Context: an optimization exercise on an open-source flow, tuned for small area, a short achievable clock period and few clock cycles per item. The choices shown serve that exercise and are no tape-out recipe. Function was checked by simulation only, so behaviour that the tests miss may differ from the original.

Design sigmoid_unit, start of the top module:
module sigmoid_unit (
    input  wire               clk,
    input  wire               rst,
    input  wire               in_valid,
    input  wire signed [15:0] net_in,
    output wire               out_valid,
    output wire signed [31:0] f_net,
    output wire signed [31:0] x,
    output wire signed [31:0] y,
    output wire signed [31:0] z
);
reg [15:0] net_q;
reg        v0;
always @(posedge clk) begin
    net_q <= net_in;
    v0    <= in_valid & ~rst;
end
wire        s0 = net_q[15];
wire [15:0] d0 = ((net_q ^ {16{s0}}) + {15'd0, s0} + 16'd1000);
wire [10:0] tk9 = 11'd1953;
wire [10:0] df9;
wire        ge9;
pfx_row_h3_11_11 row9 (.t(tk9), .d(d0[10:0]), .hz(~|d0[15:11]), .ge(ge9), .r(df9));
wire [10:0] tr9 = df9;
wire [11:0] tk8 = {tr9, 1'b0};
wire [11:0] df8;
wire        ge8;
pfx_row_h3_12_12 row8 (.t(tk8), .d(d0[11:0]), .hz(~|d0[15:12]), .ge(ge8), .r(df8));
wire [11:0] tr8 = df8;
wire [12:0] tk7 = {tr8, 1'b0};
wire [12:0] df7;
wire        ge7;
pfx_row_h3_13_13 row7 (.t(tk7), .d(d0[12:0]), .hz(~|d0[15:13]), .ge(ge7), .r(df7));
wire [12:0] tr7 = df7;
wire [13:0] tk6 = {tr7, 1'b0};
wire [13:0] df6;
wire        ge6;
pfx_row_h3_14_14 row6 (.t(tk6), .d(d0[13:0]), .hz(~|d0[15:14]), .ge(ge6), .r(df6));
wire [13:0] tr6 = df6;
wire [14:0] tk5 = {tr6, 1'b1};
wire [14:0] df5;
wire        ge5;
pfx_row_h3_15_15 row5 (.t(tk5), .d(d0[14:0]), .hz(~|d0[15:15]), .ge(ge5), .r(df5));
wire [14:0] tr5 = df5;
reg [15:0] d1;
reg        s1;
reg        v1;
reg [14:0] t1;
reg        q9_1;
reg        q8_1;
reg        q7_1;
reg        q6_1;
reg        q5_1;
always @(posedge clk) begin
    d1 <= d0;
    s1 <= s0;
    v1 <= v0 & ~rst;
    t1 <= tr5;
    q9_1 <= ge9;
    q8_1 <= ge8;
    q7_1 <= ge7;
    q6_1 <= ge6;
    q5_1 <= ge5;
end
wire [15:0] tk4 = {t1, 1'b1};
wire [15:0] df4;
wire        ge4;
pfx_row_bk_16_16 row4 (.t(tk4), .d(d1[15:0]), .hz(1'b1), .ge(ge4), .r(df4));
wire [15:0] tr4 = df4;
wire [16:0] tk3 = {tr4, 1'b1};
wire [15:0] df3;
wire        ge3;
  ...
==> flow/config.mk <==
export PLATFORM = sky130hd
export DESIGN_NAME = sigmoid_unit
export DESIGN_NICKNAME = sigmoid_unit
export VERILOG_FILES = /design/flow/design.v
export SDC_FILE = /design/flow/constraint.sdc
export NUM_CORES = 4
export LEC_CHECK = 0
export ABC_AREA = 1
export CAP_MARGIN = 20
export CORE_MARGIN = 2
export CORE_UTILIZATION = 40
export CTS_BUF_LIST = sky130_fd_sc_hd__clkbuf_8
export SLEW_MARGIN = 20
==> flow/constraint.sdc <==
create_clock -name core_clock -period 62.0 [get_ports {clk}]
set_input_delay 12.4000 -clock core_clock [delete_from_list [all_inputs] [get_ports {clk}]]
set_output_delay 12.4000 -clock core_clock [all_outputs]
set_load 0.01 [all_outputs]
standard.sh (not shown) runs the stock make flow with config.mk's settings and CLKGATE_MAP_FILE= SYNTH_SCRIPT=/design/flow/synth_recipe.tcl, a recipe that flattens the netlist after the stock synthesis.
==> flow/flow/run.sh <==
#!/bin/bash
set -euo pipefail
export BUFFER_PORTS_ARGS="-buffer_cell sky130_fd_sc_hd__buf_1"
# one tie cell drives all constant outputs
export SKIP_REPAIR_TIE_FANOUT=1
bash standard.sh > standard.log 2>&1
Testbench counts at the start, summed over its fixed seeds: cycles 16,024, items 16,000.
Then changed:
- CTS_BUF_LIST: sky130_fd_sc_hd__clkbuf_8 -> default
Result: The changed run produced a clean layout. Final area is higher slightly. Setup slack improved by 0.039 ns. Synthesized area stays the same. Core utilization is higher by 0.37 points.

[what the ideal ports hide]
The flow's constraints put no driver on any port. The routed layouts listed below were extracted and timed again, unchanged, in two steps. Step 1, drivers: a clkbuf_16 drives clk and a buf_2 each remaining input, both assumed. Step 2, shift: input delay + t, output delay - t, t = (earliest + latest rising clock arrival at the registers) / 2. This alone moves slack from input paths to output paths. Slacks: ideal / step 1 / step 2; pairs: ideal / step 1.
| run | shift t [ns] | slack for setup (ns) | worst register clock-pin slew, ns | pins driven straight from the clock port |
|---|---|---|---|---|
| the first run | 0.423 | 48.658 / 48.618 / 49.042 | 0.11 / 0.11 | 1 |
| the second run | 0.396 | 48.697 / 48.651 / 49.047 | 0.08 / 0.08 | 1 |
After both steps every run listed still meets setup and hold.
